Context: an optimization exercise on an open-source flow, tuned for small area. The choices shown serve that exercise and are no tape-out recipe.
Where RTL was checked, it was by simulation tests only, not by an equivalence proof against the original.
No functional check of the RTL was part of run 7.
No run shown here takes its clock network from TritonCTS; it comes from the design's own scripts or RTL.
The clock port is modelled as an ideal driver, which makes a skipped or thinned clock tree look cheaper than it is; a real chip needs a root buffer or a tree.
No activity file was given, so power comes from the tool's default toggle rates.

==> design.v <==
`timescale 1ns/1ps
`default_nettype none
module top (
  input  wire clk,
  input  wire rst,
  input  wire I1, I2, I3, I4, I5,
  output reg  led,
  output wire O1, O2,
  output reg  O3,
  output wire O4,
  output reg  O5
);
  reg le0n, le1;
  always @(posedge clk) begin
    le0n <= rst | ~I5;  le1 <= ~rst & ~le0n;
  end
  reg  st_q;
  wire st_m = ~I1 ^ st_q;
  reg  [8:0] st_c;
  wire st_c_t = ((st_c ^ 9'h1fd) & 9'h1fd) == 9'h0;
  always @(posedge clk)
    if (rst | ~st_m | st_c_t) st_c <= 9'h1f0;
    else st_c <= {~st_c[7:0], ~(st_c[8] ^ st_c[3])};
  wire st_f = st_m & st_c_t;
  wire st_r = st_f & ~st_q;    
  always @(posedge clk) st_q <= ~rst & (st_q ^ st_f);
  reg  sp_q;
  wire sp_m = ~I2 ^ sp_q;
  reg  [8:0] sp_c;
  wire sp_c_t = ((sp_c ^ 9'h1fd) & 9'h1fd) == 9'h0;
  always @(posedge clk)
    if (rst | ~sp_m | sp_c_t) sp_c <= 9'h1f0;
    else sp_c <= {~sp_c[7:0], ~(sp_c[8] ^ sp_c[3])};
  wire sp_f = sp_m & sp_c_t;
  wire sp_r = sp_f & ~sp_q;    
  always @(posedge clk) sp_q <= ~rst & (sp_q ^ sp_f);
  reg  rs_q;
  wire rs_m = ~I3 ^ rs_q;
  reg  [8:0] rs_c;
  wire rs_c_t = ((rs_c ^ 9'h1fd) & 9'h1fd) == 9'h0;
  always @(posedge clk)
    if (rst | ~rs_m | rs_c_t) rs_c <= 9'h1f0;
    else rs_c <= {~rs_c[7:0], ~(rs_c[8] ^ rs_c[3])};
  wire rs_f = rs_m & rs_c_t;
  wire rs_r = rs_f & ~rs_q;    
  always @(posedge clk) rs_q <= ~rst & (rs_q ^ rs_f);
  reg  [21:0] tm;
  wire [21:0] tx = tm ^ 22'h2aaaaa;    
  wire tz0 = ~|(tx & 22'h1572ab);
  wire tz  = tz0 & ~|(tx & 22'ha8d54);
  wire tmc = tz0 & (((tx ^ 22'h2a8d54) & 22'h2a8954) == 22'h0);
  wire T   = tmc & (tx[10] == I4);    
  wire tclr = rst | ~(s2m1 | s2m2) | T;
  always @(posedge clk)
    if (tclr) tm <= 22'h2046d7;
    else tm <= {~tm[20:0], ~(tm[21] ^ tm[20]) ^ tz};
  reg s3m1, s3m2, s2m1, s2m2, s1m1, s1m2, s0m1, s0m2;
  wire hold = ~rs_r & ~sp_r;
  always @(posedge clk) begin
    s3m1 <= ~rst & ((~s3m1 & ~s3m2 & st_r & ~rs_r) | (s3m1 & hold & ~T) | (s3m2 & hold & T));
    s3m2 <= ~rst & ((s3m1 & hold & T) | (s3m2 & hold & ~T));
    s2m1 <= ~rst & s3m1;
    s2m2 <= ~rst & s3m2;
    s1m1 <= ~rst & s2m1;
    s1m2 <= ~rst & s2m2;
    s0m1 <= ~rst & s1m1;
    s0m2 <= ~rst & s1m2;
  end
  assign O1 = s0m1;
  assign O2 = s0m2;
  assign O4 = s0m1 | s0m2;
  reg  [15:0] d3;
  wire d3_t = ((d3 ^ 16'hfb75) & 16'hff75) == 16'h0;
  always @(posedge clk)
    if (rst | ~O4 | d3_t) d3 <= 16'h68e8;
    else d3 <= {~d3[14:0], ~(d3[15] ^ d3[8])};
  always @(posedge clk) O3 <= ~rst & O4 & (O3 ^ d3_t);
  reg  [14:0] d5;
  wire d5_t = ((d5 ^ 15'h55ff) & 15'h55ff) == 15'h0;
  always @(posedge clk)
    if (rst | d5_t) d5 <= 15'h362f;
    else d5 <= {~d5[13:0], d5[14] ^ d5[0]};
  always @(posedge clk) O5 <= ~rst & (O5 ^ d5_t);
  reg  [15:0] dl;
  wire dl_t = ((dl ^ 16'hfb75) & 16'hff75) == 16'h0;
  always @(posedge clk)
    if (rst | ~le1 | dl_t) dl <= 16'h68e8;
    else dl <= {~dl[14:0], ~(dl[15] ^ dl[8])};
  always @(posedge clk) led <= ~rst & le1 & (led ^ dl_t);
endmodule
`default_nettype wire
==> flow/run.sh <==
#!/bin/bash
# The standard layout (standard.sh) with these changes:
#  - synthesis: synth_recipe.tcl unchanged, except that its one ABC mapping of
#    the combinational logic runs flow/area.abc (area-oriented mapping, no
#    buffering or upsizing) instead of ORFS's abc_speed.script; registers are
#    mapped exactly as in the standard synthesis;
#  - ports are buffered with buf_1;
#  - the clock tree is built by flow/cts.tcl (one root buffer, one leaf
#    buffer per group of flip-flops) in place of TritonCTS.
# Each tool's output goes to a log file in this folder (and ORFS's own logs
# under orfs/logs).
set -euo pipefail
W=$PWD
export AREA_ABC_SCRIPT=$W/flow/area.abc
{
  cat <<'TCL'
proc abc {args} {
  set i [lsearch -exact $args -script]
  if {$i >= 0} { lset args [expr {$i + 1}] $::env(AREA_ABC_SCRIPT) }
  puts "area abc: $args"
  yosys abc {*}$args
}
TCL
  cat synth_recipe.tcl
} > synth_recipe_area.tcl
sed 's#/synth_recipe\.tcl #/synth_recipe_area.tcl #' standard.sh > standard_area.sh
grep -q synth_recipe_area.tcl standard_area.sh
export BUFFER_PORTS_ARGS="-buffer_cell sky130_fd_sc_hd__buf_1"
bash standard_area.sh place > standard_place.log 2>&1
R=$W/orfs/results/$FLOW_PLATFORM/top/base
RESULTS_DIR=$R PLATFORM_DIR=$FLOW_HOME/platforms/$FLOW_PLATFORM CLK_PORT=clk \
  CLK_GX=3 CLK_GY=2 CLK_ROOT=sky130_fd_sc_hd__clkbuf_2 CLK_LEAF=sky130_fd_sc_hd__clkbuf_8 \
  openroad -no_init -exit $W/flow/cts.tcl > cts.log 2>&1
cp $R/4_1_cts.odb $R/4_cts.odb
bash standard_area.sh finish > standard_finish.log 2>&1
==> flow/area.abc <==
strash
&get -n
&dch
&nf -R 1000
&put
topo
==> flow/cts.tcl <==
# Clock tree in place of TritonCTS: the clock port drives one root buffer,
# which drives one leaf buffer per group of flip-flops; the flip-flops are
# split into GX columns by x and each column into GY groups by y (groups of
# equal size), and each leaf buffer is placed at its group's centre.
# Reads 3_place.odb/.sdc, writes 4_1_cts.odb and 4_cts.sdc.
set plat $::env(PLATFORM_DIR)
set res $::env(RESULTS_DIR)
read_lef $plat/lef/sky130_fd_sc_hd.tlef
read_lef $plat/lef/sky130_fd_sc_hd_merged.lef
read_liberty $plat/lib/sky130_fd_sc_hd__tt_025C_1v80.lib
read_db $res/3_place.odb
read_sdc $res/3_place.sdc
source $plat/setRC.tcl
set gx $::env(CLK_GX); set gy $::env(CLK_GY)
set block [ord::get_db_block]
set db [ord::get_db]
set clknet [$block findNet $::env(CLK_PORT)]
set sinks {}
foreach it [$clknet getITerms] {
  set l [[$it getInst] getLocation]
  lappend sinks [list [lindex $l 0] [lindex $l 1] $it]
}
set sinks [lsort -integer -index 0 $sinks]
set n [llength $sinks]
set groups {}
for {set c 0} {$c < $gx} {incr c} {
  set col [lsort -integer -index 1 [lrange $sinks [expr {$c*$n/$gx}] [expr {($c+1)*$n/$gx-1}]]]
  set m [llength $col]
  for {set r 0} {$r < $gy} {incr r} { lappend groups [lrange $col [expr {$r*$m/$gy}] [expr {($r+1)*$m/$gy-1}]] }
}
proc add_buf {block db cell name in_net out_name x y} {
  set b [odb::dbInst_create $block [$db findMaster $cell] $name]
  set net [odb::dbNet_create $block $out_name]
  $net setSigType CLOCK
  [$b findITerm A] connect $in_net
  [$b findITerm X] connect $net
  $b setLocation $x $y
  $b setPlacementStatus PLACED
  return $net
}
# root at the centre of the sinks
set sx 0; set sy 0
foreach s $sinks { incr sx [lindex $s 0]; incr sy [lindex $s 1] }
set root [add_buf $block $db $::env(CLK_ROOT) clkbuf_root $clknet clknet_root [expr {$sx/$n}] [expr {$sy/$n}]]
set k 0
foreach grp $groups {
  set sx 0; set sy 0
  foreach s $grp { incr sx [lindex $s 0]; incr sy [lindex $s 1] }
  set g [llength $grp]
  set net [add_buf $block $db $::env(CLK_LEAF) clkbuf_leaf_$k $root clknet_leaf_$k [expr {$sx/$g}] [expr {$sy/$g}]]
  foreach s $grp { set it [lindex $s 2]; $it disconnect; $it connect $net }
  incr k
}
detailed_placement
check_placement -verbose
set_propagated_clock [all_clocks]
estimate_parasitics -placement
report_clock_skew
report_worst_slack -max
report_worst_slack -min
write_db $res/4_1_cts.odb
unset_propagated_clock [all_clocks]
write_sdc $res/4_cts.sdc
==> standard.sh <==
#!/bin/bash
# synth_recipe.tcl (not shown) runs the flow's synth.tcl, then flattens the netlist and writes it again
# the make line also repeats each setting of config.mk as NAME=value (left out here)
make -C /OpenROAD-flow-scripts/flow DESIGN_CONFIG=/design/flow/config.mk WORK_HOME=/design/flow/orfs CLKGATE_MAP_FILE= SYNTH_SCRIPT=/design/flow/synth_recipe.tcl "${@:-finish}"
==> config.mk <==
export PLATFORM = sky130hd
export DESIGN_NAME = top
export DESIGN_NICKNAME = top
export VERILOG_FILES = /design/flow/design.v
export SDC_FILE = /design/flow/constraint.sdc
export NUM_CORES = 4
export LEC_CHECK = 0
export CAP_MARGIN = 20
export CORE_MARGIN = 2
export CORE_UTILIZATION = 70
export SLEW_MARGIN = 20
==> constraint.sdc <==
create_clock -name core_clock -period 10.0 [get_ports {clk}]
set_input_delay 2.0000 -clock core_clock [delete_from_list [all_inputs] [get_ports {clk}]]
set_output_delay 2.0000 -clock core_clock [all_outputs]
set_load 0.01 [all_outputs]
==> impl_metrics.tcl, run 1 <==
set metrics [dict create \
    status "timing/DRC/antenna clean" \
    row_count 24 \
    fillCellCount 298 \
    firstDrtPassIters 4 \
    diodes 0 \
    io_pins 13 \
    yosysSeqAreaShare 0.693 \
    finalClockSkew_ns 0.00985 \
    antenna_found_initial 0 \
    arrival_ns 1.17 \
    synth_cell_types 23 \
    async_reset_ff_frac 0 \
    fin_util 0.779 \
    cp_max_fo 2 \
    area_growth_pct 6.35 \
    route.vias.total 2029 \
    die_w_microns 72.0 \
    fmax_mhz 316 \
    hold_slack_ns 0.374 \
    ys.flop_type "dfxtp_1" \
    rsz0062_at_grt "false" \
    worstSetupPathType "reg -> out" \
    dp.cells 379 \
    mostFrequentLayoutCell "dfxtp_1" \
    crit_path_end_kind "output port" \
    overflow 0 \
    drive_above_1_share 0.0240 \
    start_kind "register" \
    ys_seq_elements 112 \
    seqCellArea_sq_um 2240 \
    gp_congestion 0.811 \
    mappedNetlistNets 322 \
    grtUsageTotal 0.186 \
    yosys_warnings 1 \
    setup_tns_ns 0 \
    synth-edff-count 0 \
    synthAdderAreaFrac 0.00387 \
    port_buffers 12 \
    synth_top_family_by_area "simple AND/OR/NAND/NOR gates" \
    clkTransAtPathRegs_ns 0.11 \
    grt_pass1_wl_microns 8010 \
    min_path_cells 1 \
    yosys-mux-area-fraction 0 \
    max-vdd-ir-drop_v 0.000168 \
    drc 0 \
    synth_area_sq_um 3230 \
    max-cap-violations 0 \
    rr_worst_depth 5 \
    maxSlewViolCount 0 \
    worstMarginPinSlew_ns 0.974 \
    critPathRequiredTime_ns 8.00 \
    timing.slew.headroom 0.345 \
    grt_pass1_vias 1933 \
    final_nets 344 \
    leakage_uw 0.00131 \
    syn_area_per_cell_sq_um 10.3 \
    initial_core_util 0.732 \
    min_period_ns 3.17 \
    final_cell_mix "dfxtp_1, nor2_1, nand2_1" \
    drt-total-wl_microns 4620 \
    ant_nets 0 \
    final_cell_count_no_fill 386 \
    wire_per_inst_microns 12.0 \
    multi_input_area_sq_um 980 \
    drt_iter0_markers 72 \
    synth_compound_area_frac 0.0193 \
    die_y_microns 72.0 \
    drt-vias-per-instance 5.26 \
    finish.instance_area_sq_um 3440 \
    synth_xor_xnor_area_share 0.0325 \
    place_area_sq_um 3350 \
    hold_viol 0 \
    period_share 0.317 \
    hpwlAfterDp_microns 3290 \
    dieArea_sq_um 5180 \
    synthSimpleGateAreaFrac 0.247 \
    core_area_sq_um 4410 \
    setup_viol 0 \
    hold_path.class "reg -> reg" \
    power_density_nw_per_um2 188 \
    grt_max_degree 28 \
    syn_inst 314 \
    clk_latency_ns 0.48 \
]
sequential cells by signal, indices dropped and copies added (netlist names), 9 cells and up:
| name | count |
|---|---|
| tm | 22 |
| d3 | 16 |
| sp_c | 9 |
| rs_c | 9 |
| d5 | 15 |
| dl | 16 |
| st_c | 9 |
synthesized netlist by cell type (4+ instances only):
library cell  count  area share
a211oi_1          5       0.012
dfxtp_1         112        0.69
nand2_1          55       0.064
nand3_1           4      0.0062
nand4_1          12       0.023
nor2_1           66       0.077
nor2b_1           6       0.012
nor3_1            9       0.014
nor4_1            4      0.0077
or2_0             6       0.012
xnor2_1           5       0.014
xor2_1            7       0.019
final timing paths:
kind	start	endpoint	slack [ns]
worst min register to register	d5[11]$_SDFF_PP0_	d5[12]$_SDFF_PP1_	0.37
worst min-delay path	d5[11]$_SDFF_PP0_	d5[12]$_SDFF_PP1_	0.37
worst max register to register	tm[18]$_SDFF_PP0_	tm[15]$_SDFF_PP0_	8.16
worst max-delay path	s0m2$_DFF_P_	O4	6.83
kinds of logic after synthesis:
| kind of cell | Yosys count |
|---|---|
| AO/OA/AOI/OAI | 10 |
| XOR/XNOR | 12 |
| adder cells (fa/ha/maj) | 1 |
| buffers and inverters | 3 |
| flip-flops | 112 |
| AND/OR/NAND/NOR | 176 |
per-layer routing:
layer  vias up  GRT usage  wire (microns)
li1       1062          -               -
met1       948      0.232            2100
met2        15      0.349            2330
met3         4     0.0264             147
met4         0     0.0294              48
met5         -          0               0
power by group:
group | total [uW] | internal [uW] | switching, uW
registers | 463 | 457 | 5.82
clock network | 171 | 56.0 | 115
logic | 14.1 | 5.67 | 8.41
total | 648 | 518 | 129
through the flow:
stage / setup WS (ns) / total power, uW
after global placement: 6.57 / 486
after floorplan: 6.81 / 481
final: 6.83 / 648
after detailed placement: 6.53 / 487
after global routing: 6.75 / 674
critical path, stage by stage (launching register included):
cell and delay (ns):
dfxtp_1 0.32, or2_0 0.23, buf_1 0.13
layout make-up:
class,count,area share
Multi-Input combinational cell,199,0.285
Inverter,3,0.00328
Sequential cell,112,0.652
Tap cell,52,0.0189
Buffer,7,0.0255
Timing Repair Buffer,13,0.0153
==> run 2, diff against run 1 <==
--- a/design.v
+++ b/design.v
@@ -54,17 +54,18 @@
   always @(posedge clk)
     if (tclr) tm <= 22'h2046d7;
     else tm <= {~tm[20:0], ~(tm[21] ^ tm[20]) ^ tz};
-  reg s3m1, s3m2, s2m1, s2m2, s1m1, s1m2, s0m1, s0m2;
+  reg s3m1n, s3m2n, s2m1, s2m2, s1m1n, s1m2n, s0m1, s0m2;
+  wire s3m1 = ~s3m1n, s3m2 = ~s3m2n;
   wire hold = ~rs_r & ~sp_r;
   always @(posedge clk) begin
-    s3m1 <= ~rst & ((~s3m1 & ~s3m2 & st_r & ~rs_r) | (s3m1 & hold & ~T) | (s3m2 & hold & T));
-    s3m2 <= ~rst & ((s3m1 & hold & T) | (s3m2 & hold & ~T));
-    s2m1 <= ~rst & s3m1;
-    s2m2 <= ~rst & s3m2;
-    s1m1 <= ~rst & s2m1;
-    s1m2 <= ~rst & s2m2;
-    s0m1 <= ~rst & s1m1;
-    s0m2 <= ~rst & s1m2;
+    s3m1n <= rst | ~((~s3m1 & ~s3m2 & st_r & ~rs_r) | (s3m1 & hold & ~T) | (s3m2 & hold & T));
+    s3m2n <= rst | ~((s3m1 & hold & T) | (s3m2 & hold & ~T));
+    s2m1  <= ~rst & ~s3m1n;
+    s2m2  <= ~rst & ~s3m2n;
+    s1m1n <= rst | ~s2m1;
+    s1m2n <= rst | ~s2m2;
+    s0m1  <= ~rst & ~s1m1n;
+    s0m2  <= ~rst & ~s1m2n;
   end
   assign O1 = s0m1;
   assign O2 = s0m2;
==> flow/area.abc (replaced) <==
strash
&get -n
&dch
&nf -R 1000
&put
strash
&get -n
&dch
&nf -R 1000
&put
topo
--- a/config.mk
+++ b/config.mk
@@ -7,5 +7,5 @@
 export LEC_CHECK = 0
 export CAP_MARGIN = 20
 export CORE_MARGIN = 2
-export CORE_UTILIZATION = 70
+export CORE_UTILIZATION = 85
 export SLEW_MARGIN = 20
==> impl_metrics.tcl, run 2 <==
set metrics [dict create \
    diodes 0 \
    finish.instance_area_sq_um 3410 \
    hpwlAfterDp_microns 4830 \
    grt_pass1_wl_microns 10600 \
    synth-edff-count 0 \
    fmax_mhz 312 \
    synth_area_sq_um 3210 \
    max-vdd-ir-drop_v 0.000207 \
    area_growth_pct 6.23 \
    status "timing/DRC/antenna clean" \
    hold_path.class "reg -> reg" \
    firstDrtPassIters 4 \
    fillCellCount 117 \
    mappedNetlistNets 320 \
    drt_iter0_markers 88 \
    critPathSlowestCell "dfxtp_1" \
    grt_pass1_vias 2360 \
    synth_cell_types 24 \
    drt-total-wl_microns 6520 \
    timing.slew.headroom 0.589 \
    crit_path_end_kind "output port" \
    die_y_microns 65.5 \
    max-cap-violations 0 \
    dieArea_sq_um 4290 \
    largest_reg_flops 22 \
    rsz0062_at_grt "false" \
    place_area_sq_um 3320 \
    drt-vias-per-instance 5.76 \
    hold_viol 0 \
    wl_met2_microns 3490 \
    worstMarginPinSlew_ns 0.610 \
    mostFrequentLayoutCell "dfxtp_1" \
    grt_max_degree 27 \
    period_share 0.320 \
    ant_nets 0 \
    initial_core_util 0.884 \
    reg2reg_to "tm[16]$_SDFF_PP0_" \
    max_stage_delay_ns 0.33 \
    gp_congestion 0.822 \
    antenna_found_initial 0 \
    io_pins 13 \
    route.vias.total 2187 \
    crit_start "s0m2$_DFF_P_" \
    clk_latency_ns 0.50 \
    path_delay_family "flip-flops" \
    critPathRequiredTime_ns 8.00 \
    finalClockSkew_ns 0.0111 \
    ys_seq_elements 112 \
    min_period_ns 3.20 \
    drc 0 \
    clkTransAtPathRegs_ns 0.11 \
    syn_inst 312 \
    wire_per_inst_microns 17.1 \
    overflow 0 \
    yosysSeqAreaShare 0.698 \
    crit_buf_inv 1 \
    syn_area_per_cell_sq_um 10.3 \
    port_buffers 12 \
    leakage_uw 0.00132 \
    final_cell_mix "dfxtp_1, nor2_1, nand2_1" \
    row_count 22 \
    arrival_ns 1.20 \
    grtUsageTotal 0.322 \
    crit_end "O4" \
    met1Wirelength_microns 2490 \
    top_register "tm" \
    critical_path_cell_count 2 \
    top_layer_used "met4" \
    cp_max_fo 2 \
    async_reset_ff_frac 0 \
    final_nets 342 \
    r2r-start "tm[15]$_SDFF_PP0_" \
    die_w_microns 65.5 \
    maxSlewViolCount 0 \
    ys.flop_type "dfxtp_1" \
    synth_largest_area_cell "dfxtp_1" \
    drive_above_1_share 0.0241 \
    ys_top_cells_by_count "dfxtp_1, nor2_1, nand2_1" \
    yosys_warnings 1 \
    setup_viol 0 \
    synth_top_cell_area_share 0.698 \
    rr_worst_depth 7 \
    r2r_slack_ns 7.86 \
    setup_tns_ns 0 \
    power_density_nw_per_um2 192 \
    crit_chain "or2_0 -> buf_1" \
    worstSetupPathType "reg -> out" \
    yosys-top-cells-area "dfxtp_1, nor2_1, nand2_1" \
    core_area_sq_um 3630 \
    largestRegisters "tm: 22 flops, d3: 16 flops, dl: 16 flops" \
    hold_slack_ns 0.389 \
    wl_met3_microns 258 \
    synth.most_common_cell "dfxtp_1" \
    start_kind "register" \
]
-- run 2: cell count changes in the layout (fill, tap and decap cells not counted), sizes merged, moves of 2 or more --
cell,change
nor2b,-6
nand2,-4
a211oi,-3
nand2b,+3
nor2,+3
nor3,+3
or3,+2
-- run 2: layer usage --
layer / GRT usage / up-vias
met1: 0.340 / 1035
met3: 0.0394 / 32
met2: 0.642 / 59
met5: 0 / -
li1: - / 1061
met4: 0.122 / 0
-- run 2: logic make-up after synthesis --
| family | Yosys count | share of synthesized area |
|---|---|---|
| DFF | 112 | 0.698 |
| adders and majority gates | 1 | 0.00389 |
| and+or+nand+nor | 174 | 0.242 |
| xor gates and xnor gates | 12 | 0.0327 |
| buffers and inverters | 3 | 0.00351 |
| AOI/OAI and AO/OA | 10 | 0.0203 |
-- run 2: final cells by class --
class | count | area, sq um | share of cell area
multi-input combinational | 197 | 958 | 0.281
tap | 48 | 60.1 | 0.0176
sequential | 112 | 2240 | 0.657
buffer | 7 | 87.6 | 0.0257
timing repair buffer | 13 | 52.6 | 0.0154
inverter | 3 | 11.3 | 0.00330
-- run 2: report_power, final --
| part | switching (uW) | internal, uW | leakage (uW) |
|---|---|---|---|
| clock | 120 | 56.0 | 0.0000473 |
| combinational | 10.4 | 5.88 | 0.000359 |
| sequential | 7.01 | 457 | 0.000914 |
| total | 137 | 519 | 0.00132 |
-- run 2: worst min path at each step --
stage               slack [ns]             start           endpoint  depth (start not counted)
floorplan                 0.34  d5[9]$_SDFF_PP1_  d5[10]$_SDFF_PP1_                          1
global placement          0.35  d5[9]$_SDFF_PP1_  d5[10]$_SDFF_PP1_                          1
detailed placement        0.36  d5[9]$_SDFF_PP1_  d5[10]$_SDFF_PP1_                          1
global route              0.40  d5[9]$_SDFF_PP1_  d5[10]$_SDFF_PP1_                          1
finish                    0.39  d5[9]$_SDFF_PP1_  d5[10]$_SDFF_PP1_                          1
-- run 2: stage by stage --
step	std cells	total power [uW]	utilization	setup WS [ns]
after floorplan	312	481	-	6.85
final	380	656	0.939	6.80
after global placement	373	486	0.915	6.58
after global routing	380	675	0.939	6.65
after detailed placement	373	489	0.915	6.28
==> run 3, diff against run 2 <==
--- a/config.mk
+++ b/config.mk
@@ -7,5 +7,5 @@
 export LEC_CHECK = 0
 export CAP_MARGIN = 20
 export CORE_MARGIN = 2
-export CORE_UTILIZATION = 85
+export CORE_UTILIZATION = 70
 export SLEW_MARGIN = 20
==> impl_metrics.tcl, run 3 <==
set metrics [dict create \
    final_cell_count_no_fill 384 \
    synth_cell_types 24 \
    yosysSeqAreaShare 0.698 \
    leakage_uw 0.00132 \
    antenna_found_initial 0 \
    ys.flop_type "dfxtp_1" \
    port_buffers 12 \
    synth_area_sq_um 3210 \
    largestRegisters "tm: 22 flops, d3: 16 flops, dl: 16 flops" \
    async_reset_ff_frac 0 \
    final_cell_mix "dfxtp_1, nor2_1, nand2_1" \
    initial_core_util 0.733 \
    max-cap-violations 0 \
    synthAdderAreaFrac 0.00390 \
    synth_compound_area_frac 0.0203 \
    rsz0062_at_grt "false" \
    io_pins 13 \
    power_density_nw_per_um2 190 \
    wire_per_inst_microns 12.3 \
    drt-vias-per-instance 5.36 \
    syn_area_per_cell_sq_um 10.3 \
    grtUsageTotal 0.192 \
    maxSlewViolCount 0 \
    finalClockSkew_ns 0.00644 \
    drive_above_1_share 0.0241 \
    cp_max_fo 2 \
    route.vias.total 2060 \
    dieArea_sq_um 5150 \
    drt_iter0_markers 95 \
    min_period_ns 3.21 \
    die_y_microns 71.7 \
    yosys-mux-area-fraction 0 \
    drc 0 \
    period_share 0.321 \
    max-vdd-ir-drop_v 0.000150 \
    row_count 24 \
    firstDrtPassIters 4 \
    max_stage_delay_ns 0.33 \
    status "timing/DRC/antenna clean" \
    grt_pass1_wl_microns 8250 \
    hold_viol 0 \
    largest_reg_flops 22 \
    top_register "tm" \
    setup_tns_ns 0 \
    hpwlAfterDp_microns 3440 \
    worstSetupPathType "reg -> out" \
    setup_viol 0 \
    start_kind "register" \
    hold_path.class "reg -> reg" \
    die_w_microns 71.7 \
    synth_top_family_by_area "simple AND/OR/NAND/NOR gates" \
    synth.most_common_cell "dfxtp_1" \
    synth_largest_area_cell "dfxtp_1" \
    crit_buf_inv 1 \
    timing.slew.headroom 0.564 \
    worstMarginPinSlew_ns 0.654 \
    grt_pass1_vias 1958 \
    gp_congestion 0.749 \
    diodes 0 \
    synth_top_cell_area_share 0.698 \
    grt_max_degree 27 \
    core_area_sq_um 4380 \
    ys_seq_elements 112 \
    clk_latency_ns 0.48 \
    mappedNetlistNets 320 \
    final_nets 342 \
    ant_nets 0 \
    overflow 0 \
    r2r_slack_ns 8.10 \
    synthSimpleGateAreaFrac 0.242 \
    clkTransAtPathRegs_ns 0.11 \
    synth_xor_xnor_area_share 0.0327 \
    syn_inst 312 \
    ys_top_cells_by_count "dfxtp_1, nor2_1, nand2_1" \
    drt-total-wl_microns 4720 \
    dp.cells 377 \
    synth-edff-count 0 \
    critPathRequiredTime_ns 8.00 \
    yosys_warnings 1 \
    area_growth_pct 6.39 \
    critPathSlowestCell "dfxtp_1" \
    fmax_mhz 312 \
    crit_chain "or2_0 -> buf_1" \
    arrival_ns 1.21 \
    yosys-top-cells-area "dfxtp_1, nor2_1, nand2_1" \
    crit_path_end_kind "output port" \
    path_delay_family "flip-flops" \
    mostFrequentLayoutCell "dfxtp_1" \
]
==> run 3: power breakdown <==
part           switching [uW]  leakage [uW]  internal (uW)
Clock                     116     0.0000473           56.1
Sequential               5.80      0.000914            457
Combinational            8.64      0.000359           5.88
Total                     130       0.00132            519
==> run 3: worst paths after layout <==
path                  endpoint         startpoint  cells after the start
max                         O4       s0m2$_DFF_P_                      2
min          d5[12]$_SDFF_PP1_  d5[11]$_SDFF_PP0_                      1
max reg2reg  tm[17]$_SDFF_PP0_  tm[15]$_SDFF_PP0_                      7
min reg2reg  d5[12]$_SDFF_PP1_  d5[11]$_SDFF_PP0_                      1
==> run 3: worst reg2reg max path, stage by stage (launching register included) <==
cell	delay (ns)
dfxtp_1	0.35
nor2_1	0.12
nand3_1	0.08
nor3_1	0.13
o2111ai_1	0.13
nor2_1	0.30
or2_0	0.58
nor2_1	0.09
==> run 3: cell type report <==
cell class / instances / area [sq um]
sequential: 112 / 2240
fill: 297 / 967
multi-input combinational: 197 / 958
buffer: 7 / 87.6
tap: 52 / 65.1
timing repair buffer: 13 / 52.6
inverter: 3 / 11.3
==> run 3: logic make-up after synthesis <==
kind of cell,Yosys count
AND/OR/NAND/NOR,174
flip-flops,112
XOR/XNOR,12
AO/OA/AOI/OAI,10
buffers and inverters,3
adder cells (fa/ha/maj),1
==> run 3: per-layer routing <==
layer  vias to the layer above  wire length, microns  track usage
li1                       1065                     -            -
met1                       962                  2270        0.257
met2                        22                  2230        0.340
met3                        11                   162       0.0281
met4                         0                    52       0.0314
met5                         -                     0            0
==> run 3: stage by stage <==
step	util	worst slack, ns	cell area, sq um	total power, uW	hold slack (ns)
2_1_floorplan	-	6.85	3210	481	0.343
5_1_grt	0.779	6.70	3420	675	0.382
3_5_place_dp	0.759	6.50	3330	487	0.353
6_report	0.779	6.79	3420	649	0.370
3_3_place_gp	0.759	6.55	3330	486	0.348
==> run 4, diff against run 3 <==
--- a/design.v
+++ b/design.v
@@ -46,14 +46,14 @@
   always @(posedge clk) rs_q <= ~rst & (rs_q ^ rs_f);
   reg  [21:0] tm;
   wire [21:0] tx = tm ^ 22'h2aaaaa;    
-  wire tz0 = ~|(tx & 22'h1572ab);
+  wire tz0 = ~|(tx & 22'h572ab);
   wire tz  = tz0 & ~|(tx & 22'ha8d54);
-  wire tmc = tz0 & (((tx ^ 22'h2a8d54) & 22'h2a8954) == 22'h0);
+  wire tmc = tz0 & (((tx ^ 22'h2a8d54) & 22'h3a8954) == 22'h0);
   wire T   = tmc & (tx[10] == I4);    
   wire tclr = rst | ~(s2m1 | s2m2) | T;
   always @(posedge clk)
     if (tclr) tm <= 22'h2046d7;
-    else tm <= {~tm[20:0], ~(tm[21] ^ tm[20]) ^ tz};
+    else tm <= {~tm[20:0], ~(tm[21] ^ (tm[20] | tz))};
   reg s3m1n, s3m2n, s2m1, s2m2, s1m1n, s1m2n, s0m1, s0m2;
   wire s3m1 = ~s3m1n, s3m2 = ~s3m2n;
   wire hold = ~rs_r & ~sp_r;
==> impl_metrics.tcl, run 4 <==
set metrics [dict create \
    status "timing/DRC/antenna clean" \
    timing.slew.headroom 0.581 \
    max-vdd-ir-drop_v 0.000149 \
    io_pins 13 \
    worstSetupPathType "reg -> out" \
    worstMarginPinSlew_ns 0.628 \
    total_power_uw 648 \
    mostFrequentLayoutCell "dfxtp_1" \
    antenna_found_initial 0 \
    grt_pass1_vias 1977 \
    ant_nets 0 \
    synth_top_cell_area_share 0.700 \
    crit_start "s0m2$_DFF_P_" \
    synth_top_family_by_area "simple AND/OR/NAND/NOR gates" \
    overflow 0 \
    final_nets 340 \
    fmax_mhz 316 \
    drt-vias-per-instance 5.33 \
    mappedNetlistNets 318 \
    critPathRequiredTime_ns 8.00 \
    die_y_microns 71.6 \
    final_cell_mix "dfxtp_1, nor2_1, nand2_1" \
    min_period_ns 3.17 \
    drive_above_1_share 0.0242 \
    synth_xor_xnor_area_share 0.0328 \
    finish.instance_area_sq_um 3410 \
    setup_tns_ns 0 \
    crit_path_end_kind "output port" \
    syn_area_per_cell_sq_um 10.3 \
    yosys_warnings 1 \
    yosysSeqAreaShare 0.700 \
    yosys-mux-area-fraction 0 \
    place_ws_ns 6.59 \
    largestRegisters "tm: 22 flops, d3: 16 flops, dl: 16 flops" \
    largest_reg_flops 22 \
    synthAdderAreaFrac 0.00391 \
    drt-total-wl_microns 4700 \
    leakage_uw 0.00131 \
    power_density_nw_per_um2 190 \
    r2r-start "tm[18]$_SDFF_PP0_" \
    worst_slack_ns 6.83 \
    hpwlAfterDp_microns 3300 \
    synth-edff-count 0 \
    hold_viol 0 \
    grt_pass1_wl_microns 8470 \
    die_w_microns 71.6 \
    crit_end "O4" \
    async_reset_ff_frac 0 \
    grt_max_degree 27 \
    ys.flop_type "dfxtp_1" \
    reg2reg_to "tm[12]$_SDFF_PP0_" \
    core_area_sq_um 4380 \
    synth_largest_area_cell "dfxtp_1" \
    cp_max_fo 2 \
    start_kind "register" \
    maxSlewViolCount 0 \
    clk_latency_ns 0.49 \
    fin_util 0.777 \
    finalClockSkew_ns 0.0118 \
    r2r_slack_ns 7.99 \
    rr_worst_depth 6 \
    ys_seq_elements 112 \
    multi_input_area_sq_um 956 \
    drc 0 \
    area_growth_pct 6.41 \
    ys_top_cells_by_count "dfxtp_1, nor2_1, nand2_1" \
    route.vias.total 2037 \
    drt_iter0_markers 102 \
    period_share 0.317 \
    fillCellCount 326 \
    hold_path.class "reg -> reg" \
    setup_viol 0 \
    seqCellArea_sq_um 2240 \
    row_count 24 \
    firstDrtPassIters 4 \
    synth_area_sq_um 3200 \
    initial_core_util 0.730 \
    synthSimpleGateAreaFrac 0.247 \
    yosys-top-cells-area "dfxtp_1, nor2_1, nand2_1" \
    top_register "tm" \
    clkTransAtPathRegs_ns 0.11 \
    max-cap-violations 0 \
    dieArea_sq_um 5130 \
    grtUsageTotal 0.197 \
    wire_per_inst_microns 12.3 \
    port_buffers 12 \
    arrival_ns 1.17 \
    syn_inst 310 \
    synth.most_common_cell "dfxtp_1" \
    synth_compound_area_frac 0.0145 \
    place_area_sq_um 3320 \
    rsz0062_at_grt "false" \
    gp_congestion 0.796 \
    diodes 0 \
    synth_cell_types 23 \
]
-- run 4: cell count changes after synthesis, sizes merged, moves of 2 or more --
cell / previous run / this run
nand2: 51 / 54
nor4: 3 / 7
clkinv: 3 / 1
nor3: 12 / 9
nor2b: 0 / 2
nand4: 13 / 11
-- run 4: cells by family (layout without fill, tap and decap cells) --
| kind of cell | Yosys count | count (layout) |
|---|---|---|
| compound gates | 7 | 7 |
| xor+xnor | 12 | 12 |
| fa+ha+maj | 1 | 1 |
| buf+inv | 1 | 21 |
| flops | 112 | 112 |
| simple gates | 177 | 177 |
-- run 4: worst min path at each step --
stage	from	end	slack (ns)	depth (start not counted)
final	d5[9]$_SDFF_PP1_	d5[10]$_SDFF_PP1_	0.37	1
after detailed placement	d5[9]$_SDFF_PP1_	d5[10]$_SDFF_PP1_	0.36	1
after floorplan	d5[9]$_SDFF_PP1_	d5[10]$_SDFF_PP1_	0.34	1
after global placement	d5[9]$_SDFF_PP1_	d5[10]$_SDFF_PP1_	0.35	1
after global routing	rs_c[5]$_SDFF_PP1_	rs_c[6]$_SDFF_PP1_	0.39	1
-- run 4: power breakdown --
group          total (uW)  switching (uW)  internal [uW]
combinational        14.4            8.48           5.95
clock                 171             115           55.9
sequential            463            5.84            457
total                 648             129            519
-- run 4: metal layers --
layer | GRT usage | share of wire
met5 | 0 | 0
met4 | 0.0398 | 0.016
met3 | 0.0267 | 0.044
met2 | 0.325 | 0.47
met1 | 0.281 | 0.47
-- run 4: final cells by class --
class	instances	area share
repair buffers	13	0.0154
multi-input cells	197	0.281
well taps	52	0.0191
inverters	1	0.00110
plain buffers	7	0.0257
flip-flops and latches	112	0.658
-- run 4: critical path: stages (launching register included) --
cell	delay, ns
dfxtp_1	0.32
or2_0	0.23
buf_1	0.13
-- run 4: metrics by stage --
stage	hold WS (ns)	cells
floorplan	0.343	310
global placement	0.345	375
detailed placement	0.356	375
global route	0.392	382
finish	0.373	382
==> run 5, diff against run 4 <==
--- a/flow/run.sh
+++ b/flow/run.sh
@@ -29,7 +29,7 @@
 bash standard_area.sh place > standard_place.log 2>&1
 R=$W/orfs/results/$FLOW_PLATFORM/top/base
 RESULTS_DIR=$R PLATFORM_DIR=$FLOW_HOME/platforms/$FLOW_PLATFORM CLK_PORT=clk \
-  CLK_GX=3 CLK_GY=2 CLK_ROOT=sky130_fd_sc_hd__clkbuf_2 CLK_LEAF=sky130_fd_sc_hd__clkbuf_8 \
+  CLK_GX=5 CLK_GY=2 CLK_ROOT=sky130_fd_sc_hd__clkbuf_2 CLK_LEAF=sky130_fd_sc_hd__clkbuf_4 \
   openroad -no_init -exit $W/flow/cts.tcl > cts.log 2>&1
 cp $R/4_1_cts.odb $R/4_cts.odb
 bash standard_area.sh finish > standard_finish.log 2>&1
==> flow/area.abc (replaced) <==
strash
&get -n
&deepsyn -T 10
&dch
&nf -R 1000
&put
strash
&get -n
&dch
&nf -R 1000
&put
topo
==> impl_metrics.tcl, run 5 <==
set metrics [dict create \
    cp_max_fo 13 \
    synth.most_common_cell "dfxtp_1" \
    row_count 24 \
    mostFrequentLayoutCell "dfxtp_1" \
    hold_viol 0 \
    async_reset_ff_frac 0 \
    wire_per_inst_microns 11.8 \
    place_area_sq_um 3320 \
    ant_nets 0 \
    setup_viol 0 \
    overflow 0 \
    min_period_ns 3.53 \
    grtUsageTotal 0.185 \
    total_power_uw 638 \
    finish.instance_area_sq_um 3400 \
    power_density_nw_per_um2 187 \
    setup_tns_ns 0 \
    finalClockSkew_ns 0.0104 \
    fmax_mhz 283 \
    crit_buf_inv 1 \
    drive_above_1_share 0.0361 \
    yosysSeqAreaShare 0.700 \
    drt_iter0_markers 45 \
    port_buffers 12 \
    period_share 0.353 \
    seqCellArea_sq_um 2240 \
    max-vdd-ir-drop_v 0.000152 \
    rsz0062_at_grt "false" \
    worstMarginPinSlew_ns 0.744 \
    final_cell_mix "dfxtp_1, nor2_1, nand2_1" \
    synth_area_sq_um 3200 \
    syn_area_per_cell_sq_um 10.4 \
    crit_path_end_kind "register" \
    critPathRequiredTime_ns 10.37 \
    critPathSlowestCell "or2_0" \
    io_pins 13 \
    clkTransAtPathRegs_ns 0.11 \
    ys_top_cells_by_count "dfxtp_1, nor2_1, nand2_1" \
    synth_top_cell_area_share 0.700 \
    crit_chain "buf_1 -> xor2_1 -> or4_1 -> nor4_1 -> or2_0 -> nor2_1" \
    die_y_microns 71.7 \
    fillCellCount 303 \
    grt_max_degree 30 \
    antenna_found_initial 0 \
    yosys-top-cells-area "dfxtp_1, nor2_1, nand2_1" \
    hpwlAfterDp_microns 3270 \
    gp_congestion 0.788 \
    syn_inst 308 \
    multi_input_area_sq_um 955 \
    start_kind "primary input" \
    max-cap-violations 0 \
    timing.slew.headroom 0.500 \
    area_growth_pct 6.17 \
    dieArea_sq_um 5130 \
    firstDrtPassIters 4 \
    leakage_uw 0.00132 \
    clk_latency_ns 0.51 \
    worstSetupPathType "in -> reg" \
    die_w_microns 71.7 \
    drc 0 \
    grt_pass1_vias 2031 \
    diodes 0 \
    top_register "tm" \
    synth_cell_types 28 \
    core_area_sq_um 4380 \
    drt-vias-per-instance 5.40 \
    hold_path.class "reg -> reg" \
    path_delay_family "simple AND/OR/NAND/NOR gates" \
    fin_util 0.776 \
    largestRegisters "tm: 22 flops, d3: 16 flops, dl: 16 flops" \
    status "timing/DRC/antenna clean" \
    final_nets 342 \
    r2r_slack_ns 7.41 \
    ys.flop_type "dfxtp_1" \
    arrival_ns 3.90 \
    grt_pass1_wl_microns 8070 \
    synth_largest_area_cell "dfxtp_1" \
    largest_reg_flops 22 \
    drt-total-wl_microns 4530 \
    yosys_warnings 1 \
    maxSlewViolCount 0 \
    initial_core_util 0.731 \
    max_stage_delay_ns 0.62 \
    synth-edff-count 0 \
    route.vias.total 2073 \
    dp.cells 373 \
    ys_seq_elements 112 \
    final_cell_count_no_fill 384 \
    mappedNetlistNets 316 \
]
==> run 5: where the power goes <==
group	total [uW]	internal, uW	leakage (uW)	switching (uW)
registers	463	457	0.000914	5.75
clock network	160	48.2	0.0000502	112
logic	14.5	5.91	0.000352	8.64
==> run 5: metal layers <==
layer | vias up | GRT usage | routed length (microns) | part of all wire
met5 | - | 0 | 0 | 0
li1 | 1066 | - | - | -
met1 | 967 | 0.224 | 1990 | 0.44
met4 | 0 | 0.0419 | 44 | 0.0097
met2 | 36 | 0.341 | 2280 | 0.50
met3 | 4 | 0.0338 | 222 | 0.049
==> run 5: layout make-up <==
class / instances / area share
flip-flops and latches: 112 / 0.659
multi-input cells: 194 / 0.281
plain buffers: 11 / 0.0235
well taps: 52 / 0.0191
repair buffers: 13 / 0.0154
inverters: 2 / 0.00221
==> run 5: kinds of logic after synthesis <==
kind of cell,Yosys count,synth area share
simple gates,167,0.232
flops,112,0.700
compound gates,15,0.0308
xor+xnor,9,0.0246
buf+inv,2,0.00234
mux,2,0.00625
fa+ha+maj,1,0.00390
==> run 5: through the flow <==
step / hold slack, ns / setup WS, ns
2_1_floorplan: 0.343 / 6.32
3_3_place_gp: 0.347 / 6.01
3_5_place_dp: 0.353 / 5.95
5_1_grt: 0.376 / 6.36
6_report: 0.367 / 6.47
==> run 5: final timing paths <==
kind	end	cells after the start	start
max	tm[16]$_SDFF_PP0_	6	I4
min	d5[12]$_SDFF_PP1_	1	d5[11]$_SDFF_PP0_
max reg2reg	tm[16]$_SDFF_PP0_	7	tm[2]$_SDFF_PP1_
min reg2reg	d5[12]$_SDFF_PP1_	1	d5[11]$_SDFF_PP0_
==> run 5: worst reg2reg max path, cell delays in order (launching register included) <==
cell     delay, ns
dfxtp_1       0.38
nand2_1       0.07
nor3_1        0.13
nand4_1       0.11
or4_1         0.47
nor4_1        0.58
or2_0         0.62
nor2_1        0.10
==> run 6, diff against run 5 <==
==> flow/area.abc (replaced) <==
strash
&get -n
&dch
&nf -R 1000
&put
strash
&get -n
&dch
&nf -R 1000
&put
topo
==> impl_metrics.tcl, run 6 <==
set metrics [dict create \
    syn_inst 310 \
    initial_core_util 0.730 \
    mostFrequentLayoutCell "dfxtp_1" \
    setup_viol 0 \
    crit_buf_inv 1 \
    synth_top_cell_area_share 0.700 \
    async_reset_ff_frac 0 \
    die_y_microns 71.6 \
    final_cell_mix "dfxtp_1, nor2_1, nand2_1" \
    yosysSeqAreaShare 0.700 \
    max-vdd-ir-drop_v 0.000126 \
    multi_input_area_sq_um 956 \
    fin_util 0.775 \
    cp_max_fo 2 \
    critPathRequiredTime_ns 8.00 \
    path_delay_family "flip-flops" \
    timing.slew.headroom 0.573 \
    synth_cell_types 23 \
    hpwlAfterDp_microns 3300 \
    drt-vias-per-instance 5.23 \
    crit_path_end_kind "output port" \
    finish.instance_area_sq_um 3400 \
    leakage_uw 0.00131 \
    diodes 0 \
    grt_pass1_vias 2025 \
    antenna_found_initial 0 \
    drc 0 \
    finalClockSkew_ns 0.0111 \
    min_period_ns 3.19 \
    power_density_nw_per_um2 188 \
    dieArea_sq_um 5130 \
    worstSetupPathType "reg -> out" \
    ys_seq_elements 112 \
    status "timing/DRC/antenna clean" \
    drive_above_1_share 0.0359 \
    synth_largest_area_cell "dfxtp_1" \
    rsz0062_at_grt "false" \
    drt_iter0_markers 95 \
    setup_tns_ns 0 \
    yosys-top-cells-area "dfxtp_1, nor2_1, nand2_1" \
    ys.flop_type "dfxtp_1" \
    max_stage_delay_ns 0.32 \
    firstDrtPassIters 4 \
    synth.most_common_cell "dfxtp_1" \
    largest_reg_flops 22 \
    mappedNetlistNets 318 \
    arrival_ns 1.19 \
    critPathSlowestCell "dfxtp_1" \
    drt-total-wl_microns 4540 \
    clkTransAtPathRegs_ns 0.11 \
    synth_area_sq_um 3200 \
    worstMarginPinSlew_ns 0.641 \
    grtUsageTotal 0.192 \
    maxSlewViolCount 0 \
    top_register "tm" \
    ys_top_cells_by_count "dfxtp_1, nor2_1, nand2_1" \
    fmax_mhz 314 \
    ant_nets 0 \
    total_power_uw 638 \
    grt.met2_usage 0.337 \
    core_area_sq_um 4380 \
    grt_busiest_layer "met2" \
    met1_usage 0.257 \
    largestRegisters "tm: 22 flops, d3: 16 flops, dl: 16 flops" \
    route.vias.total 2020 \
    start_kind "register" \
    port_buffers 12 \
    period_share 0.319 \
    fillCellCount 327 \
    overflow 0 \
    grt_pass1_wl_microns 8340 \
    gp_congestion 0.796 \
    hold_viol 0 \
    wire_per_inst_microns 11.8 \
    crit_chain "or2_0 -> buf_1" \
    seqCellArea_sq_um 2240 \
    grt_max_degree 27 \
    area_growth_pct 6.17 \
    io_pins 13 \
    yosys_warnings 1 \
    die_w_microns 71.6 \
    row_count 24 \
    max-cap-violations 0 \
    clk_latency_ns 0.51 \
    hold_path.class "reg -> reg" \
    final_nets 344 \
    syn_area_per_cell_sq_um 10.3 \
    met3_usage 0.0309 \
    place_area_sq_um 3320 \
    synth-edff-count 0 \
]
[run 6: worst paths after layout]
check / end / start / slack [ns] / cells past startpoint
setup / recovery: O4 / s0m2$_DFF_P_ / 6.81 / 2
hold / removal: d5[10]$_SDFF_PP1_ / d5[9]$_SDFF_PP1_ / 0.38 / 1
setup reg to reg: tm[12]$_SDFF_PP0_ / tm[18]$_SDFF_PP0_ / 7.99 / 6
hold reg to reg: d5[10]$_SDFF_PP1_ / d5[9]$_SDFF_PP1_ / 0.38 / 1
[run 6: layout make-up]
| class | count | area share |
|---|---|---|
| buffer | 11 | 0.0236 |
| inverter | 1 | 0.00110 |
| multi-input combinational | 197 | 0.281 |
| sequential | 112 | 0.660 |
| tap | 52 | 0.0191 |
| timing repair buffer | 13 | 0.0155 |
[run 6: power breakdown]
part / internal [uW] / switching [uW]
Combinational: 5.95 / 8.38
Clock: 48.2 / 112
Sequential: 457 / 5.78
Total: 511 / 127
[run 6: routing by layer]
metal / part of all wire / vias to the layer above
met5: 0 / -
met4: 0.0088 / 0
met3: 0.042 / 4
met2: 0.48 / 29
met1: 0.47 / 924
li1: - / 1063
[run 6: logic make-up (layout without fill, tap and decap cells)]
logic type | Yosys count | after routing | share of synthesized area
XOR/XNOR | 12 | 12 | 0.0328
flip-flops | 112 | 112 | 0.700
buffers and inverters | 1 | 25 | 0.00117
AO/OA/AOI/OAI | 7 | 7 | 0.0145
adder cells (fa/ha/maj) | 1 | 1 | 0.00391
AND/OR/NAND/NOR | 177 | 177 | 0.247
[run 6: per-stage QoR]
stage                     setup WS (ns)  cells  hold WS [ns]
after floorplan                    6.91    310         0.343
after global placement             6.66    375         0.345
after detailed placement           6.59    375         0.356
after global routing               6.70    386         0.393
final                              6.81    386         0.377
==> run 7, diff against run 6 <==
--- a/design.v
+++ b/design.v
@@ -50,26 +50,25 @@
   wire tz  = tz0 & ~|(tx & 22'ha8d54);
   wire tmc = tz0 & (((tx ^ 22'h2a8d54) & 22'h3a8954) == 22'h0);
   wire T   = tmc & (tx[10] == I4);    
-  wire tclr = rst | ~(s2m1 | s2m2) | T;
+  wire tclr = rst | ~s2a | T;
   always @(posedge clk)
     if (tclr) tm <= 22'h2046d7;
     else tm <= {~tm[20:0], ~(tm[21] ^ (tm[20] | tz))};
-  reg s3m1n, s3m2n, s2m1, s2m2, s1m1n, s1m2n, s0m1, s0m2;
-  wire s3m1 = ~s3m1n, s3m2 = ~s3m2n;
+  reg s3a, s3w, s2a, s2w, s1a, s1w, s0a, s0w;
   wire hold = ~rs_r & ~sp_r;
   always @(posedge clk) begin
-    s3m1n <= rst | ~((~s3m1 & ~s3m2 & st_r & ~rs_r) | (s3m1 & hold & ~T) | (s3m2 & hold & T));
-    s3m2n <= rst | ~((s3m1 & hold & T) | (s3m2 & hold & ~T));
-    s2m1  <= ~rst & ~s3m1n;
-    s2m2  <= ~rst & ~s3m2n;
-    s1m1n <= rst | ~s2m1;
-    s1m2n <= rst | ~s2m2;
-    s0m1  <= ~rst & ~s1m1n;
-    s0m2  <= ~rst & ~s1m2n;
+    s3a <= ~rst & ~rs_r & (s3a ? ~sp_r : st_r);
+    s3w <= ~rst & s3a & hold & (s3w ^ T);
+    s2a <= ~rst & s3a;
+    s2w <= ~rst & s3w;
+    s1a <= ~rst & s2a;
+    s1w <= ~rst & s2w;
+    s0a <= ~rst & s1a;
+    s0w <= ~rst & s1w;
   end
-  assign O1 = s0m1;
-  assign O2 = s0m2;
-  assign O4 = s0m1 | s0m2;
+  assign O1 = s0a & ~s0w;
+  assign O2 = s0w;
+  assign O4 = s0a;
   reg  [15:0] d3;
   wire d3_t = ((d3 ^ 16'hfb75) & 16'hff75) == 16'h0;
   always @(posedge clk)
==> impl_metrics.tcl, run 7 <==
set metrics [dict create \
    grt_pass1_vias 1911 \
    top_register "tm" \
    ys_seq_elements 112 \
    fmax_mhz 320 \
    r2r_slack_ns 7.72 \
    drt-total-wl_microns 4590 \
    route.vias.total 1975 \
    leakage_uw 0.00130 \
    fin_util 0.774 \
    mostFrequentLayoutCell "dfxtp_1" \
    area_growth_pct 6.19 \
    total_power_uw 638 \
    fillCellCount 302 \
    row_count 24 \
    setup_tns_ns 0 \
    worstSetupPathType "reg -> out" \
    port_buffers 12 \
    arrival_ns 1.13 \
    ys.flop_type "dfxtp_1" \
    setup_viol 0 \
    hold_slack_ns 0.374 \
    maxSlewViolCount 0 \
    syn_area_per_cell_sq_um 10.5 \
    clk_latency_ns 0.50 \
    drt-vias-per-instance 5.20 \
    diodes 0 \
    yosys-top-cells-area "dfxtp_1, nor2_1, nand2_1" \
    synth-edff-count 0 \
    worstMarginPinSlew_ns 0.636 \
    antenna_found_initial 0 \
    status "timing/DRC/antenna clean" \
    final_cell_mix "dfxtp_1, nor2_1, nand2_1" \
    synth.most_common_cell "dfxtp_1" \
    timing.slew.headroom 0.575 \
    core_area_sq_um 4380 \
    mappedNetlistNets 312 \
    largest_reg_flops 22 \
    crit_path_end_kind "output port" \
    syn_inst 304 \
    largestRegisters "tm: 22 flops, d3: 16 flops, dl: 16 flops" \
    dieArea_sq_um 5120 \
    rr_worst_depth 5 \
    io_pins 13 \
    ant_nets 0 \
    power_density_nw_per_um2 188 \
    die_w_microns 71.6 \
    synth_cell_types 23 \
    final_cell_count_no_fill 380 \
    ys_top_cells_by_count "dfxtp_1, nor2_1, nand2_1" \
    wl_met2_microns 2260 \
    cp_max_fo 3 \
    finalClockSkew_ns 0.0136 \
    final_nets 338 \
    synth_top_cell_area_share 0.702 \
    drive_above_1_share 0.0366 \
    yosysSeqAreaShare 0.702 \
    wire_per_inst_microns 12.1 \
    max-vdd-ir-drop_v 0.000128 \
    rsz0062_at_grt "false" \
    reg2reg_to "tm[5]$_SDFF_PP0_" \
    critPathRequiredTime_ns 8.00 \
    synth_largest_area_cell "dfxtp_1" \
    hpwlAfterDp_microns 3200 \
    crit_end "O1" \
    period_share 0.313 \
    dp.cells 369 \
    met1Wirelength_microns 2170 \
    yosys_warnings 1 \
    die_y_microns 71.6 \
    hold_path.class "reg -> reg" \
    clkTransAtPathRegs_ns 0.11 \
    drc 0 \
    overflow 0 \
    max-cap-violations 0 \
    start_kind "register" \
    r2r-start "tm[18]$_SDFF_PP0_" \
    wl_met3_microns 134 \
    initial_core_util 0.729 \
    crit_start "s0a$_DFF_P_" \
    async_reset_ff_frac 0 \
    hold_viol 0 \
    min_period_ns 3.13 \
    grt_pass1_wl_microns 8240 \
    grt_max_degree 29 \
    top_layer_used "met4" \
    firstDrtPassIters 4 \
    grtUsageTotal 0.194 \
    gp_congestion 0.823 \
    drt_iter0_markers 77 \
    synth_area_sq_um 3200 \
]
run 7: cell count changes in the layout (fill, tap and decap cells not counted), moves of 2 or more:
cell / previous run / this run
or2_0: 6 / 2
nor2_1: 68 / 65
nand2_1: 54 / 51
nor2b_1: 2 / 8
nor4_1: 7 / 4
xor2_1: 7 / 9
run 7: kinds of logic (layout without fill, tap and decap cells):
| logic type | after synthesis | after routing | share of synthesized area |
|---|---|---|---|
| and+or+nand+nor | 172 | 172 | 0.246 |
| DFF | 112 | 112 | 0.702 |
| xor gates and xnor gates | 15 | 15 | 0.0411 |
| AOI/OAI and AO/OA | 3 | 3 | 0.00626 |
| buffers and inverters | 1 | 25 | 0.00117 |
| adders and majority gates | 1 | 1 | 0.00391 |
run 7: how the worst min path moves through the flow:
stage	from	end	cells past startpoint	slack (ns)
after floorplan	d5[9]$_SDFF_PP1_	d5[10]$_SDFF_PP1_	1	0.34
after detailed placement	d5[9]$_SDFF_PP1_	d5[10]$_SDFF_PP1_	1	0.35
after global routing	dl[3]$_SDFF_PP1_	dl[4]$_SDFF_PP0_	1	0.39
after global placement	d5[9]$_SDFF_PP1_	d5[10]$_SDFF_PP1_	1	0.35
final	dl[10]$_SDFF_PP0_	dl[11]$_SDFF_PP1_	1	0.37
run 7: layout make-up:
cell class	instances	area [sq um]	share of cell area
Buffer	11	80.1	0.0236
Tap cell	52	65.1	0.0192
Sequential cell	112	2240	0.661
Multi-Input combinational cell	191	950	0.280
Inverter	1	3.75	0.00111
Timing Repair Buffer	13	52.6	0.0155
run 7: routing by layer:
| layer | vias up | GRT usage |
|---|---|---|
| met5 | - | 0 |
| met4 | 0 | 0.0356 |
| met3 | 2 | 0.0225 |
| met2 | 23 | 0.343 |
| met1 | 905 | 0.261 |
| li1 | 1045 | - |
run 7: worst max-delay path: stages (launching register included):
cell and delay, ns:
dfxtp_1 0.36, nor2b_1 0.13, buf_1 0.15
run 7: per-stage QoR:
step / setup slack [ns] / cell area, sq um
after global placement: 6.78 / 3310
after floorplan: 7.08 / 3200
final: 6.87 / 3390
after global routing: 6.76 / 3390
after detailed placement: 6.73 / 3310
run 7: report_power, final:
group	internal (uW)	switching (uW)	leakage, uW
clock	48.3	113	0.0000502
combinational	5.64	8.55	0.000340
sequential	457	5.71	0.000914
==> run 8, diff against run 7 <==
--- a/design.v
+++ b/design.v
@@ -54,17 +54,18 @@
   always @(posedge clk)
     if (tclr) tm <= 22'h2046d7;
     else tm <= {~tm[20:0], ~(tm[21] ^ (tm[20] | tz))};
-  reg s3a, s3w, s2a, s2w, s1a, s1w, s0a, s0w;
+  reg s3an, s3wn, s2a, s2w, s1an, s1wn, s0a, s0w;
+  wire s3a = ~s3an, s3w = ~s3wn;
   wire hold = ~rs_r & ~sp_r;
   always @(posedge clk) begin
-    s3a <= ~rst & ~rs_r & (s3a ? ~sp_r : st_r);
-    s3w <= ~rst & s3a & hold & (s3w ^ T);
-    s2a <= ~rst & s3a;
-    s2w <= ~rst & s3w;
-    s1a <= ~rst & s2a;
-    s1w <= ~rst & s2w;
-    s0a <= ~rst & s1a;
-    s0w <= ~rst & s1w;
+    s3an <= rst | ~(~rs_r & (s3a ? ~sp_r : st_r));
+    s3wn <= rst | ~(s3a & hold & (s3w ^ T));
+    s2a  <= ~rst & ~s3an;
+    s2w  <= ~rst & ~s3wn;
+    s1an <= rst | ~s2a;
+    s1wn <= rst | ~s2w;
+    s0a  <= ~rst & ~s1an;
+    s0w  <= ~rst & ~s1wn;
   end
   assign O1 = s0a & ~s0w;
   assign O2 = s0w;
==> impl_metrics.tcl, run 8 <==
set metrics [dict create \
    met1Wirelength_microns 2040 \
    arrival_ns 1.18 \
    clk_latency_ns 0.50 \
    grt_pass1_vias 1947 \
    timing.slew.headroom 0.629 \
    wl_met3_microns 182 \
    grt_pass1_wl_microns 7790 \
    worstSetupPathType "reg -> out" \
    dp.cells 367 \
    r2r_slack_ns 8.13 \
    ys.flop_type "dfxtp_1" \
    fmax_mhz 315 \
    leakage_uw 0.00131 \
    hold_viol 0 \
    wire_per_inst_microns 11.5 \
    drt-vias-per-instance 5.28 \
    ys_top_cells_by_count "dfxtp_1, nor2_1, nand2_1" \
    drc 0 \
    max-vdd-ir-drop_v 0.000139 \
    min_path_cells 1 \
    syn_inst 302 \
    drt_iter0_markers 50 \
    firstDrtPassIters 4 \
    drive_above_1_share 0.0368 \
    synth_area_sq_um 3170 \
    synth.most_common_cell "dfxtp_1" \
    reg2reg_to "tm[0]$_SDFF_PP1_" \
    async_reset_ff_frac 0 \
    mappedNetlistNets 310 \
    rr_worst_depth 6 \
    crit_chain "nor2b_1 -> buf_1" \
    min_period_ns 3.18 \
    mostFrequentLayoutCell "dfxtp_1" \
    final_nets 336 \
    largest_reg_flops 22 \
    finish.instance_area_sq_um 3370 \
    worstMarginPinSlew_ns 0.555 \
    cp_max_fo 3 \
    place_area_sq_um 3290 \
    gp_congestion 0.804 \
    seqCellArea_sq_um 2240 \
    critPathSlowestCell "dfxtp_1" \
    top_layer_used "met4" \
    antenna_found_initial 0 \
    finalClockSkew_ns 0.0126 \
    status "timing/DRC/antenna clean" \
    max_stage_delay_ns 0.38 \
    route.vias.total 1996 \
    critical_path_cell_count 2 \
    maxSlewViolCount 0 \
    crit_buf_inv 1 \
    diodes 0 \
    multi_input_area_sq_um 925 \
    io_pins 13 \
    clkTransAtPathRegs_ns 0.10 \
    drt-total-wl_microns 4360 \
    final_cell_count_no_fill 378 \
    ys_seq_elements 112 \
    fillCellCount 301 \
    ant_nets 0 \
    period_share 0.318 \
    r2r-start "tm[16]$_SDFF_PP0_" \
    hold_end "d5[10]$_SDFF_PP1_" \
    yosys-top-cells-area "dfxtp_1, nor2_1, nand2_1" \
    synth-edff-count 0 \
    hold_path.class "reg -> reg" \
    synth_top_cell_area_share 0.706 \
    max-cap-violations 0 \
    dieArea_sq_um 5090 \
    yosys_warnings 1 \
    start_kind "register" \
    path_delay_family "flip-flops" \
    wl_met2_microns 2100 \
    power_density_nw_per_um2 189 \
    setup_viol 0 \
    area_growth_pct 6.23 \
    row_count 24 \
    synth_largest_area_cell "dfxtp_1" \
    final_cell_mix "dfxtp_1, nor2_1, nand2_1" \
    syn_area_per_cell_sq_um 10.5 \
    grt_max_degree 26 \
    crit_path_end_kind "output port" \
    rsz0062_at_grt "false" \
    critPathRequiredTime_ns 8.00 \
    top_register "tm" \
    grtUsageTotal 0.180 \
    synth_cell_types 23 \
    port_buffers 12 \
    overflow 0 \
    core_area_sq_um 4350 \
    setup_tns_ns 0 \
    initial_core_util 0.729 \
    hpwlAfterDp_microns 3190 \
    yosysSeqAreaShare 0.706 \
    min_from "d5[9]$_SDFF_PP1_" \
    largestRegisters "tm: 22 flops, d3: 16 flops, dl: 16 flops" \
    hold_slack_ns 0.376 \
    die_w_microns 71.3 \
    die_y_microns 71.3 \
]
run 8: changes by cell type after synthesis, moves of 2 or more:
cell      previous run  this run
nor2b_1              8         2
nor3_1              10         7
or4_1                1         3
nor4_1               4         2
nor2_1              65        68
nand2b_1             4         6
run 8: cell families after synthesis:
logic type,count (synthesis),synth area share
XOR/XNOR,14,0.0386
AND/OR/NAND/NOR,166,0.234
AO/OA/AOI/OAI,7,0.0146
adder cells (fa/ha/maj),1,0.00394
flip-flops,112,0.706
buffers and inverters,2,0.00237
run 8: routing by layer:
layer | vias up | track usage
li1 | 1039 | -
met3 | 4 | 0.0295
met4 | 0 | 0.0294
met2 | 26 | 0.322
met1 | 927 | 0.234
met5 | - | 0
run 8: power by group:
group | total, uW | switching, uW | leakage (uW) | internal (uW)
sequential | 463 | 5.76 | 0.000914 | 457
clock | 160 | 112 | 0.0000502 | 48.3
combinational | 14.3 | 8.39 | 0.000341 | 5.89
total | 637 | 126 | 0.00131 | 511
run 8: through the flow:
step / utilization / power, uW / worst slack [ns]
finish: 0.774 / 637 / 6.82
global route: 0.774 / 667 / 6.68
detailed placement: 0.756 / 487 / 6.76
global placement: 0.756 / 486 / 6.78
floorplan: - / 481 / 7.18
run 8: how the worst max path moves through the flow:
stage                            end  slack [ns]   startpoint
finish                            O1        6.82  s0a$_DFF_P_
global route                      O1        6.68  s0a$_DFF_P_
detailed placement  tm[0]$_SDFF_PP1_        6.76          rst
global placement    tm[1]$_SDFF_PP1_        6.78          rst
floorplan               s3an$_DFF_P_        7.18           I1
run 8: worst register-to-register path, stage by stage (launching register included):
cell	delay [ns]
dfxtp_1	0.32
or4_1	0.50
nor3_1	0.26
nand3_1	0.19
nand2b_1	0.38
a21oi_1	0.08
o21ai_0	0.08
run 8: final cells by class:
class,instances,share of cell area
inverters,2,0.00223
multi-input cells,188,0.274
flip-flops and latches,112,0.665
well taps,52,0.0193
repair buffers,13,0.0156
plain buffers,11,0.0237

[afterwards: timing with drivers on the ports]
The results above use ideal ports. As a check the final layouts listed here were re-extracted and re-timed, cells and wires unchanged. Step 1 sets driving cells, clkbuf_16 on the clock port and buf_2 on the other inputs (assumed; they add their load-dependent delay and slew). Step 2 also shifts input and output timing later by t, the mid clock arrival at the registers, as if the neighbouring blocks saw the same clock. Slacks: ideal / step 1 / step 2; pairs: ideal / step 1.
run	t, ns	setup WS [ns]	clock arrival spread, ns	worst register clock-pin slew, ns	worst slew at a driven data input, ns
run 1	0.504	6.833 / 6.808 / 6.565	0.012 / 0.011	0.11 / 0.11	0.03
run 2	0.516	6.797 / 6.773 / 6.279	0.014 / 0.013	0.11 / 0.11	0.03
run 3	0.500	6.793 / 6.769 / 6.480	0.008 / 0.007	0.11 / 0.11	0.03
run 4	0.512	6.831 / 6.806 / 6.572	0.012 / 0.012	0.11 / 0.11	0.03
run 5	0.532	6.470 / 6.476 / 5.943	0.014 / 0.013	0.11 / 0.11	0.03
run 6	0.530	6.814 / 6.789 / 6.571	0.014 / 0.014	0.11 / 0.11	0.03
run 7	0.519	6.870 / 6.844 / 6.715	0.014 / 0.014	0.11 / 0.11	0.03
run 8	0.524	6.824 / 6.799 / 6.759	0.012 / 0.013	0.11 / 0.11	0.03
After both steps every run listed still meets setup and hold. The setup slack of run 5, which loses most, moves by +0.006 ns with the drivers and by -0.527 ns with both steps.
